Background: an optimization exercise with open tools, aiming at small area, a short achievable clock period and few clock cycles. Do not read the settings as production practice. Function was checked by simulation only, so behaviour that the tests miss may differ from the original. Power and IR drop assume default switching activity.

==> flow/design.v <==
module muldiv
(
    input  logic        clk,
    input  logic        rst,
    input  logic        start,
    input  logic [2:0]  funct3,
    input  logic [31:0] rs1,
    input  logic [31:0] rs2,
    output logic        ready,
    output logic        done,
    output logic [31:0] result
);
logic st_idle, st_mul, st_dneg, st_norm, st_div, st_fix, st_done;
logic [64:0] X;
logic [32:0] Y;        
logic        dneg;     
logic        bprev;
logic [4:0]  cnt;
logic        o_hi;     
logic        o_corr;   
logic        o_rem;    
logic        o_neg;    
logic        f_ah, f_by, f_bh, f_bl, f_inv, f_cin;
wire        p_sgn  = ~funct3[0];                           
wire        p_dneg = funct3[2] & p_sgn & rs2[31];
always_ff @(posedge clk) begin
    if (funct3[2])
        Y <= {1'b0, rs2 ^ {32{p_dneg}}};
    else
        Y <= {((funct3 == 3'b001) | (funct3 == 3'b010)) & rs1[31], rs1};
    dneg <= p_dneg;
end
wire b_one = X[0] ^ bprev;
wire b_two = (X[1] & ~X[0] & ~bprev) | (~X[1] & X[0] & bprev);
wire b_neg = X[1] & ~(X[0] & bprev);
wire sel_ah = st_mul | st_norm | (st_fix & f_ah);
wire sel_ar = st_div;
wire sel_y1 = (st_mul & b_one) | st_div | st_norm | (st_fix & f_by);
wire sel_y2 = st_mul & b_two;
wire sel_bh = st_dneg | (st_fix & f_bh);
wire sel_bl = st_fix & f_bl;
wire inv    = (st_mul & b_neg) | st_div | st_norm | st_dneg | (st_fix & f_inv);
wire cin    = (st_mul & b_neg) | ((st_div | st_norm) & ~dneg) | st_dneg | (st_fix & f_cin);
wire [34:0] ysx = {{2{Y[32]}}, Y};
wire [34:0] aop = ({35{sel_ah}} & {{2{X[64]}}, X[64:32]})
                | ({35{sel_ar}} & {2'b00, X[63:31]});
wire [34:0] bop = ({35{sel_y1}} & ysx)
                | ({35{sel_y2}} & {ysx[33:0], 1'b0})
                | ({35{sel_bh}} & {3'b000, X[63:32]})
                | ({35{sel_bl}} & {3'b000, X[31:0]});
wire [35:0] S36 = {aop, 1'b1} + {bop ^ {35{inv}}, cin};
wire [34:0] S   = S36[35:1];
wire        tneg = S[34];
function automatic logic [2:0] bytelen(input logic [31:0] x);
    if (x[31:24] != 8'd0)      bytelen = 3'd4;
    else if (x[23:16] != 8'd0) bytelen = 3'd3;
    else if (x[15:8] != 8'd0)  bytelen = 3'd2;
    else if (x[7:0] != 8'd0)   bytelen = 3'd1;
    else                       bytelen = 3'd0;
endfunction
wire       dz    = (Y[31:0] == 32'd0) & ~dneg;
wire       early = tneg | dz;                  
wire [2:0] ba    = bytelen(X[63:32]);
wire [2:0] bd    = bytelen(Y[31:0]);
logic [1:0] nbm1;
always_comb begin
    if (early || ba >= bd + 3'd3) nbm1 = 2'd3;
    else if (ba <= bd)            nbm1 = 2'd0;
    else                          nbm1 = 2'(ba - bd);
end
logic [63:0] xn;      
always_comb begin
    case (nbm1)
        2'd0:    xn = {8'd0,  X[63:32], 24'd0};
        2'd1:    xn = {16'd0, X[63:32], 16'd0};
        2'd2:    xn = {24'd0, X[63:32], 8'd0};
        default: xn = {32'd0, X[63:32]};
    endcase
end
always_ff @(posedge clk) begin
    if (st_idle) begin
        X <= {1'b0, rs1 & {32{funct3[2]}}, rs2};
    end else if (st_mul) begin
        X <= {S[34:2], S[1:0], X[31:2]};
    end else if (st_norm) begin
        X <= {1'b0, xn};
    end else if (st_fix) begin
        X[31:0] <= S[31:0];
    end else begin  
        X <= {1'b0, (tneg & ~st_dneg) ? X[62:31] : S[31:0], X[30:0], ~tneg};
    end
    bprev <= st_mul & X[1];
    cnt   <= st_norm ? {nbm1, 3'b111} : (st_idle ? 5'd15 : cnt - 5'd1);
    if (st_idle) begin
        o_hi   <= (funct3 != 3'b000);
        o_corr <= funct3[1] & rs2[31];
        o_rem  <= funct3[1];
        o_neg  <= funct3[1] ? (p_sgn & rs1[31]) : (p_sgn & (rs1[31] ^ rs2[31]));
    end
    if (st_mul) begin
        f_ah <= 1'b1; f_by <= o_corr; f_bh <= 1'b0; f_bl <= 1'b0; f_inv <= 1'b0; f_cin <= 1'b0;
    end else if (st_norm) begin
        f_ah <= 1'b0; f_by <= 1'b0; f_bh <= 1'b0; f_bl <= o_rem;
        f_inv <= o_rem ? o_neg : dz;
        f_cin <= o_rem & o_neg;
    end else begin
        f_ah <= 1'b0; f_by <= 1'b0; f_bh <= o_rem; f_bl <= ~o_rem; f_inv <= o_neg; f_cin <= o_neg;
    end
    if (rst) begin
        {st_idle, st_mul, st_dneg, st_norm, st_div, st_fix, st_done} <= 7'b1000000;
    end else begin
        st_idle <= (st_idle & ~start) | st_done;
        st_mul  <= (st_idle & start & ~funct3[2]) | (st_mul & (cnt != 5'd0));
        st_dneg <= st_idle & start & funct3[2] & p_sgn & rs1[31];
        st_norm <= (st_idle & start & funct3[2] & ~(p_sgn & rs1[31])) | st_dneg;
        st_div  <= (st_norm & ~early) | (st_div & (cnt != 5'd0));
        st_fix  <= (st_mul & (cnt == 5'd0) & o_hi)
                 | (st_norm & early)
                 | (st_div & (cnt == 5'd0) & (o_rem | o_neg));
        st_done <= (st_mul & (cnt == 5'd0) & ~o_hi)
                 | (st_div & (cnt == 5'd0) & ~(o_rem | o_neg))
                 | st_fix;
    end
end
assign ready  = st_idle;
assign done   = st_done;
assign result = X[31:0];
endmodule
==> flow/run.sh <==
#!/bin/bash
# synth_recipe.tcl (not shown) runs the flow's synth.tcl, then flattens the netlist and writes it again
# the make line also repeats each setting of config.mk as NAME=value (left out here)
make -C /OpenROAD-flow-scripts/flow DESIGN_CONFIG=/design/flow/config.mk WORK_HOME=/design/flow/orfs CLKGATE_MAP_FILE= SYNTH_SCRIPT=/design/flow/synth_recipe.tcl finish
==> flow/config.mk <==
export PLATFORM = sky130hd
export DESIGN_NAME = muldiv
export DESIGN_NICKNAME = muldiv
export VERILOG_FILES = /design/flow/design.v
export SDC_FILE = /design/flow/constraint.sdc
export NUM_CORES = 4
export LEC_CHECK = 0
export ABC_CLOCK_PERIOD_IN_PS = 4000
export CAP_MARGIN = 20
export CORE_MARGIN = 2
export CORE_UTILIZATION = 40
export SETUP_SLACK_MARGIN = 4.0
export SLEW_MARGIN = 20
==> flow/constraint.sdc <==
create_clock -name core_clock -period 9.0 [get_ports {clk}]
set_input_delay 1.8000 -clock core_clock [delete_from_list [all_inputs] [get_ports {clk}]]
set_output_delay 1.8000 -clock core_clock [all_outputs]
set_load 0.01 [all_outputs]
==> results of run 1 <==
==> state kept, by name, summed over array words and instances (netlist names) <==
register  count
o_hi          1
st_fix        1
st_done       1
f_bh          1
cnt           5
f_by          1
o_rem         1
st_mul        1
st_norm       1
dneg          1
X            65
o_neg         1
st_div        1
o_corr        1
f_cin         1
Y            33
f_bl          1
f_inv         1
f_ah          1
st_idle       1
bprev         1
st_dneg       1
==> per-stage QoR <==
stage,cell area (um2),setup slack (ns)
global placement,12000,2.63
finish,13600,4.08
global route,13600,3.94
detailed placement,12000,2.43
floorplan,11100,4.40
CTS,12900,4.01
==> kinds of logic (layout without fill, tap and decap cells) <==
group	after synthesis	after routing	synth area share, %
AND/OR/NAND/NOR	494	497	20.5
AO/OA/AOI/OAI	473	473	30.3
buffers and inverters	199	253	8.17
flip-flops	122	122	25.2
XOR/XNOR	101	101	7.97
adder cells (fa/ha/maj)	45	45	5.14
multiplexers	29	29	2.72
==> routing by layer <==
metal  vias to the layer above  global-route usage, %
met4                         0                   15.1
met2                       957                   50.2
met3                       189                   7.19
li1                       5507                      -
met1                      5933                   44.3
met5                         -                      0
==> final cells by class <==
cell class / instances / area, um2 / share of cell area (%)
Clock buffer: 17 / 425 / 3.13
Clock inverter: 15 / 125 / 0.921
Inverter: 32 / 120 / 0.885
Multi-Input combinational cell: 1145 / 7800 / 57.5
Sequential cell: 122 / 2820 / 20.7
Tap cell: 372 / 465 / 3.43
Timing Repair Buffer: 189 / 1820 / 13.4
==> worst max-delay path by stage <==
stage,end,cells after the start,slack [ns],from
final,X[39],21,4.08,st_fix
after floorplan,X[42],18,4.40,X[0]
after global placement,X[33],16,2.63,st_fix
after detailed placement,X[33],16,2.43,st_fix
after global routing,X[39],21,3.94,st_fix
after CTS,X[38],18,4.01,st_fix
==> timing repair <==
action                                  CTS  global route
endpoints found under the setup margin   68            64
gates resized for setup                  36            56
pin swaps                                 9            47
setup buffers                            16            43
gates cloned                              2             4
==> power by group <==
group	internal [uW]	switching (uW)	total, uW	leakage, uW
clock network	363	320	682	0.000279
logic	486	634	1120	0.00391
registers	641	171	812	0.00113
==> cells in the final DEF (no fill, tap or decap), types with 16 or more instances in the layout <==
cell type        Yosys  routed
xor2_1              41      41
nor2_1              95      90
a222oi_1            34      34
nand2_1            224     221
a21o_1              17      16
nor3_1              21      17
o21ai_0             60      57
ha_1                44      35
xnor2_1             60      59
a22o_1              34      34
clkbuf_16            0      19
a31oi_1             28      28
a221oi_1            22      19
inv_1               31      31
nand3_1             34      34
clkdlybuf4s50_1      0     102
edfxtp_1            36      36
buf_4               35      73
a32oi_1             19      18
a21oi_1            131     125
dfxtp_1             86      81
mux2i_1             20      20
nor4_1              19      19
a22oi_1             19      18
==> worst max-delay path, delay by kind of cell (launching register included) <==
| family | cells | cell delay (ns) |
|---|---|---|
| adders and majority gates | 1 | 0.29 |
| and+or+nand+nor | 5 | 1.12 |
| AOI/OAI and AO/OA | 8 | 1.64 |
| xor gates and xnor gates | 1 | 0.17 |
| buffers and inverters | 6 | 1.09 |
| DFF | 1 | 0.42 |
==> out/results.ini, run 1 <==
[run_status]
status=complete, no violations

[place]
port_buffers=103
dp.cells=1795
gp_congestion=0.951
dpl.hpwl_um=32500

[cts]
clkLatencyLatePin_ns=0.44
cts_root_buf=clkbuf_16
cts_tree=done
cts_inserted_buffers=17
htree_levels=4
path_clk_slew_ns=0.07
cts_buffer_depth=2
hold_buffers=0
clock-sinks=122

[hold_path]
hold_depth=1
hold_class=reg -> reg
worstHoldEndpoint=cnt[0]
hold_start=cnt[0]

[drt]
met3_length_um=6050
dr.max_layer_used=met4
viasPerCell=6.65
num_vias=12600
ant_nets=0
drcViolationCount=0
drt_wl_total_um=49600
dr_wl_met2_um=21400
wirelength_met1_um=19600
drtIter0Drc=1892
firstDrtPassIters=8
wl_per_cell_um=26.2

[synth]
ys_top_cells_by_count=nand2_1, a21oi_1, clkbuf_1
syn_inst=1463
synth_edf_count=36
syn-num-nets=1578
syn-cell-area_um2=11100
synth-seq-cells=122
yosys.area.top_type=dfxtp_1
ys.flop_type=dfxtp_1
ys_types=80
synthTopCellsByArea=dfxtp_1, edfxtp_1, nand2_1, a21oi_1, ha_1
ys_warn_count=1
avgSynthCellArea_um2=7.59
ys_seq_area_share_pct=25.2
synthArstFlopShare_pct=0
synth_top_area_share_pct=15.5
synth.most_common_cell=nand2_1

[layout]
area.growth.synth_to_final_pct=22.3
layout-drive-gt1-share_pct=13.6
diodes=0
finalNonFillerCells=1892
fin_util_pct=50.1
nNetsFinal=1622
nFillCells=2653

[global_routing]
grt_first_pass_wirelength_um=72200
antenna_found_initial=0
grt_pass1_vias=11600
grt_max_degree=83
grt.total_usage_pct=32.9
grt_overflow_total=0

[power_and_ir_drop]
irDropWorstVdd_mv=0.131
power_density_nw_per_um2=193
design_power_total_uw=2620
cellLeakagePower_uw=0.00532

[worst_setup_path]
cp-end-kind=register
start_kind=register
path_common_cell=buf_6
cpPeakStageDelay_ns=0.42
r2r_start=st_fix
cp.arrival_ns=5.20
criticalPathCategory=reg -> reg
r2r_setup_slack_ns=4.08
crit_slowest_cell=dfxtp_4
cp.required_ns=9.28
reg2reg_depth=21
worstPathMaxFanout=24
worstPathCellList=buf_12, a22oi_2, buf_6, nand2_8, clkbuf_16, a222oi_1, nand2_1, xnor2_2, ha_4, and3_4, and4_4, o2111ai_4, a2111oi_4, buf_4, o21ai_4, buf_6, a21oi_4, buf_6, a32oi_2, or3_1, a32oi_1
r2r-end=X[39]

[sta]
setup_viol=0
hold_ws_ns=0.406
finClkSkew_ns=0.0113
fmax_mhz=203
fin_crit_ns=4.92
fin_crit_sh_pct=54.7
tightest_slew_ns=0.874
rsz0062_at_grt=true
fin_tns_setup_ns=0
hold_viol=0
final_max_slew_viol_count=0
max_slew_margin_pct=41.3

[die]
die_x_um=171
core_area_um2=27100
initial_core_util_pct=41.0
die_h_um=171
io_pins=104
die_area_um2=29100
std_cell_rows=60

[job]
maxCapViolCount=0

Testbench counts, summed over its fixed seeds: cycles 47,758.
==> inputs of run 2 (changes only) <==
--- a/flow/design.v
+++ b/flow/design.v
@@ -33,6 +33,9 @@
 wire b_one = X[0] ^ bprev;
 wire b_two = (X[1] & ~X[0] & ~bprev) | (~X[1] & X[0] & bprev);
 wire b_neg = X[1] & ~(X[0] & bprev);
+wire c_one = X[2] ^ X[1];
+wire c_two = (X[3] & ~X[2] & ~X[1]) | (~X[3] & X[2] & X[1]);
+wire c_neg = X[3] & ~(X[2] & X[1]);
 wire sel_ah = st_mul | st_norm | (st_fix & f_ah);
 wire sel_ar = st_div;
 wire sel_y1 = (st_mul & b_one) | st_div | st_norm | (st_fix & f_by);
@@ -41,16 +44,23 @@
 wire sel_bl = st_fix & f_bl;
 wire inv    = (st_mul & b_neg) | st_div | st_norm | st_dneg | (st_fix & f_inv);
 wire cin    = (st_mul & b_neg) | ((st_div | st_norm) & ~dneg) | st_dneg | (st_fix & f_cin);
-wire [34:0] ysx = {{2{Y[32]}}, Y};
-wire [34:0] aop = ({35{sel_ah}} & {{2{X[64]}}, X[64:32]})
-                | ({35{sel_ar}} & {2'b00, X[63:31]});
-wire [34:0] bop = ({35{sel_y1}} & ysx)
-                | ({35{sel_y2}} & {ysx[33:0], 1'b0})
-                | ({35{sel_bh}} & {3'b000, X[63:32]})
-                | ({35{sel_bl}} & {3'b000, X[31:0]});
-wire [35:0] S36 = {aop, 1'b1} + {bop ^ {35{inv}}, cin};
-wire [34:0] S   = S36[35:1];
-wire        tneg = S[34];
+wire [36:0] ysx = {{4{Y[32]}}, Y};
+wire [36:0] aop = ({37{sel_ah}} & {{4{X[64]}}, X[64:32]})
+                | ({37{sel_ar}} & {4'b0000, X[63:31]});
+wire [36:0] bop = ({37{sel_y1}} & ysx)
+                | ({37{sel_y2}} & {ysx[35:0], 1'b0})
+                | ({37{sel_bh}} & {5'b00000, X[63:32]})
+                | ({37{sel_bl}} & {5'b00000, X[31:0]});
+wire        cneg  = st_mul & c_neg;
+wire [34:0] cm    = ({35{st_mul & c_one}} & ysx[34:0])
+                  | ({35{st_mul & c_two}} & {ysx[33:0], 1'b0});
+wire [36:0] cop   = {cm ^ {35{cneg}}, {2{cneg}}};
+wire [36:0] bx    = bop ^ {37{inv}};
+wire [36:0] csum  = aop ^ bx ^ cop;
+wire [36:0] ccar  = {(aop[35:0] & bx[35:0]) | (aop[35:0] & cop[35:0]) | (bx[35:0] & cop[35:0]), cneg};
+wire [37:0] S38   = {csum, 1'b1} + {ccar, cin};
+wire [36:0] S     = S38[37:1];
+wire        tneg  = S[36];
 function automatic logic [2:0] bytelen(input logic [31:0] x);
     if (x[31:24] != 8'd0)      bytelen = 3'd4;
     else if (x[23:16] != 8'd0) bytelen = 3'd3;
@@ -78,19 +88,26 @@
     endcase
 end
 always_ff @(posedge clk) begin
-    if (st_idle) begin
-        X <= {1'b0, rs1 & {32{funct3[2]}}, rs2};
-    end else if (st_mul) begin
-        X <= {S[34:2], S[1:0], X[31:2]};
-    end else if (st_norm) begin
-        X <= {1'b0, xn};
-    end else if (st_fix) begin
+    if (st_idle)
+        X[64:32] <= {1'b0, rs1 & {32{funct3[2]}}};
+    else if (st_mul)
+        X[64:32] <= S[36:4];
+    else if (st_norm)
+        X[64:32] <= {1'b0, xn[63:32]};
+    else  
+        X[64:32] <= {1'b0, (tneg & ~st_dneg) ? X[62:31] : S[31:0]};
+    if (st_idle)
+        X[31:0] <= rs2;
+    else if (st_mul)
+        X[31:0] <= {S[3:0], X[31:4]};
+    else if (st_norm)
+        X[31:0] <= xn[31:0];
+    else if (st_fix | st_dneg)
         X[31:0] <= S[31:0];
-    end else begin  
-        X <= {1'b0, (tneg & ~st_dneg) ? X[62:31] : S[31:0], X[30:0], ~tneg};
-    end
-    bprev <= st_mul & X[1];
-    cnt   <= st_norm ? {nbm1, 3'b111} : (st_idle ? 5'd15 : cnt - 5'd1);
+    else  
+        X[31:0] <= {X[30:0], ~tneg};
+    bprev <= st_mul & X[3];
+    cnt   <= st_norm ? {nbm1, 3'b111} : (st_idle ? 5'd7 : cnt - 5'd1);
     if (st_idle) begin
         o_hi   <= (funct3 != 3'b000);
         o_corr <= funct3[1] & rs2[31];
==> run 2 against run 1 <==
Effect of this change: final area up 18%; routed wire length up 15%; sequential share of layout area is 5.1 points lower; hold slack got worse by 0.0050 ns; clock-buffer cell count increased by 2; flip-flop and latch count did not move; die area grew 12%; critical path type unchanged; global-route usage rose by 0.50 points; core utilization is 2.1 points higher; combinational power rose by 79%; cell count is 11% higher.
==> out/results.ini, run 2 <==
[run_status]
status=complete, no violations

[synth]
synth-seq-cells=122
ys_seq_area_share_pct=19.9
syn-cell-area_um2=12500
synth_edf_count=4
syn_inst=1630
synth_top_area_share_pct=19.0
avgSynthCellArea_um2=7.64
ys_types=82
synthTopCellsByArea=dfxtp_1, nand2_1, fa_1, a21oi_1, xor2_1
ys_warn_count=1
ys.flop_type=dfxtp_1
synthArstFlopShare_pct=0
synth.most_common_cell=nand2_1
ys_top_cells_by_count=nand2_1, a21oi_1, dfxtp_1
syn-num-nets=1784
yosys.area.top_type=dfxtp_1

[global_routing]
grt_max_degree=76
grt_pass1_vias=13200
antenna_found_initial=0
grt.total_usage_pct=33.4
grt_first_pass_wirelength_um=83100
grt_overflow_total=0

[worst_setup_path]
r2r_setup_slack_ns=3.76
worstPathMaxFanout=5
cp-end-kind=register
r2r-end=X[21]
cp-endpoint=X[21]
criticalPathCategory=reg -> reg
cp-startpoint=bprev
r2r_start=bprev
cp.required_ns=9.32
start_kind=register
cp.arrival_ns=5.56
reg2reg_depth=20

[drt]
firstDrtPassIters=13
ant_nets=0
wl_per_cell_um=27.3
drt_wl_total_um=57300
viasPerCell=6.65
drcViolationCount=0
drtIter0Drc=2394
num_vias=13900

[sta]
rsz0062_at_grt=true
final_max_slew_viol_count=0
fin_crit_ns=5.24
hold_ws_ns=0.401
fin_crit_sh_pct=58.2
finClkSkew_ns=0.0149
worst_slack_ns=3.76
tightest_slew_ns=1.17
max_slew_margin_pct=21.7
fin_tns_setup_ns=0
hold_viol=0
setup_viol=0
fmax_mhz=191

[cts]
clock-sinks=122
htree_levels=4
cts_tree=done
hold_buffers=0
cts_buffer_depth=2
path_clk_slew_ns=0.06
clkLatencyLatePin_ns=0.44
cts_root_buf=clkbuf_16
cts_inserted_buffers=17

[layout]
diodes=0
finalNonFillerCells=2094
layout_commonest_cell=nand2_1
top_regs=X (65), Y (33), cnt (5)
nNetsFinal=1839
layout_common_cells=nand2_1, dfxtp_1, a21oi_1
layout-drive-gt1-share_pct=18.7
nFillCells=2944
regMostFlops=X
fin_util_pct=52.2
largest_reg_flops=65
area.growth.synth_to_final_pct=28.2

[power_and_ir_drop]
power_density_nw_per_um2=224
pwr-share-seq_pct=25.1
power_frac_clock_pct=18.7
irDropWorstVdd_mv=0.112
p_sw_uw=1750
swShare_pct=49.1
cellLeakagePower_uw=0.00630
combPwrFrac_pct=56.2
p_int_uw=1820

[die]
initial_core_util_pct=40.7
die_x_um=180
std_cell_rows=64
io_pins=104
core_area_um2=30600
die_h_um=180
die_area_um2=32600

[place]
gp_congestion=1.02
port_buffers=103
place_ws_ns=3.17
dpl.hpwl_um=40900
dp.cells=1987

[job]
maxCapViolCount=0

[hold_path]
hold_class=reg -> reg

[run 2: cell count changes after synthesis, moves of 10 or more]
cell      change
nand3_1      -13
xor2_1       +30
inv_1        +50
nor2_1       +11
a22o_1       -20
a22oi_1      +59
dfxtp_1      +32
fa_1         +35
xnor2_1      +10
nand2_1      -26
edfxtp_1     -32
[run 2: critical path, cell delays in order (launching register included)]
cell	delay (ns)
dfxtp_4	0.35
ha_4	0.24
a22oi_2	0.18
nand2_2	0.13
buf_12	0.17
buf_16	0.13
a222oi_1	0.48
nand2_1	0.19
xor2_2	0.19
fa_1	0.56
inv_2	0.05
ha_4	0.30
a21oi_4	0.07
o211ai_1	0.30
o311a_4	0.28
nand2b_4	0.15
o311ai_4	0.15
a21boi_4	0.33
a21oi_4	0.14
a221o_1	0.38
o32a_1	0.34
[run 2: final cells by class]
type | count | area, um2 | area share, %
clock buffers | 19 | 443 | 2.78
multi-input cells | 1262 | 10000 | 62.9
inverters | 83 | 319 | 2.00
well taps | 396 | 495 | 3.10
repair buffers | 199 | 2040 | 12.8
flip-flops and latches | 122 | 2500 | 15.7
clock inverters | 13 | 120 | 0.753
[run 2: timing repair]
action                                  CTS  global route
pin swaps                                33            59
cloned                                    4             4
setup buffers                            39            28
endpoints found under the setup margin   68            66
gates resized for setup                 132           129
[run 2: worst min path at each step]
| stage | startpoint | to | slack, ns | cells past startpoint |
|---|---|---|---|---|
| 2_1_floorplan | st_mul | f_ah | 0.33 | 0 |
| 6_report | cnt[0] | cnt[0] | 0.40 | 1 |
| 5_1_grt | cnt[0] | cnt[0] | 0.44 | 1 |
| 4_1_cts | cnt[0] | cnt[0] | 0.41 | 1 |
| 3_3_place_gp | cnt[0] | cnt[0] | 0.38 | 1 |
| 3_5_place_dp | cnt[0] | cnt[0] | 0.39 | 1 |
[run 2: logic make-up after synthesis]
kind of cell | Yosys count | synth area share, %
AOI/OAI and AO/OA | 530 | 30.2
xor gates and xnor gates | 141 | 9.92
adders and majority gates | 84 | 10.6
buffers and inverters | 248 | 8.64
DFF | 122 | 19.9
muxes | 37 | 3.05
and+or+nand+nor | 468 | 17.6
[run 2: power groups by stage]
stage	clock network (uW)	logic, uW	registers, uW
final	668	2010	894
after global routing	693	2110	880
after global placement	0	1490	871
after CTS	666	1720	858
after detailed placement	0	1490	868
after floorplan	0	1100	672
[run 2: through the flow]
stage          total power (uW)  cell area, um2
6_report                   3570           16000
2_1_floorplan              1780           12500
5_1_grt                    3680           16000
3_5_place_dp               2360           13400
4_1_cts                    3240           15000
3_3_place_gp               2360           13400
[run 2: layer usage]
layer  track usage [%]  wire [um]  part of all wire [%]
met1              45.1      23200                    40
met2              48.1      23300                    41
met3              10.8       7460                    13
met4              15.4       3330                   5.8
met5                 0          0                     0
Testbench counts of run 2, summed over its fixed seeds: cycles 35,054.

==> port drivers added, routing unchanged <==
Ports are ideal in the flow. The routed layouts listed here were re-timed in OpenROAD. Step 1 assumes that a clkbuf_16 drives the clock port and a buf_2 every other input. Step 2 moves the port delays by t, midway between the first and last clock arrival at a register: inputs arrive t later, outputs are due t later. That takes back most of the time a late clock gives input paths. a / b / c = ideal / step 1 / step 2; a / b = the first two.
| run | t (ns) | slack for setup (ns) | hold WS [ns] | worst register clock-pin slew, ns | worst slew at a driven data input, ns |
|---|---|---|---|---|---|
| run 1 | 0.485 | 4.081 / 4.081 / 4.081 | 0.406 / 0.406 / 0.406 | 0.07 / 0.07 | 0.05 |
| run 2 | 0.479 | 3.759 / 3.759 / 3.759 | 0.401 / 0.401 / 0.401 | 0.06 / 0.06 | 0.04 |
After both steps setup and hold are still met in every run listed.
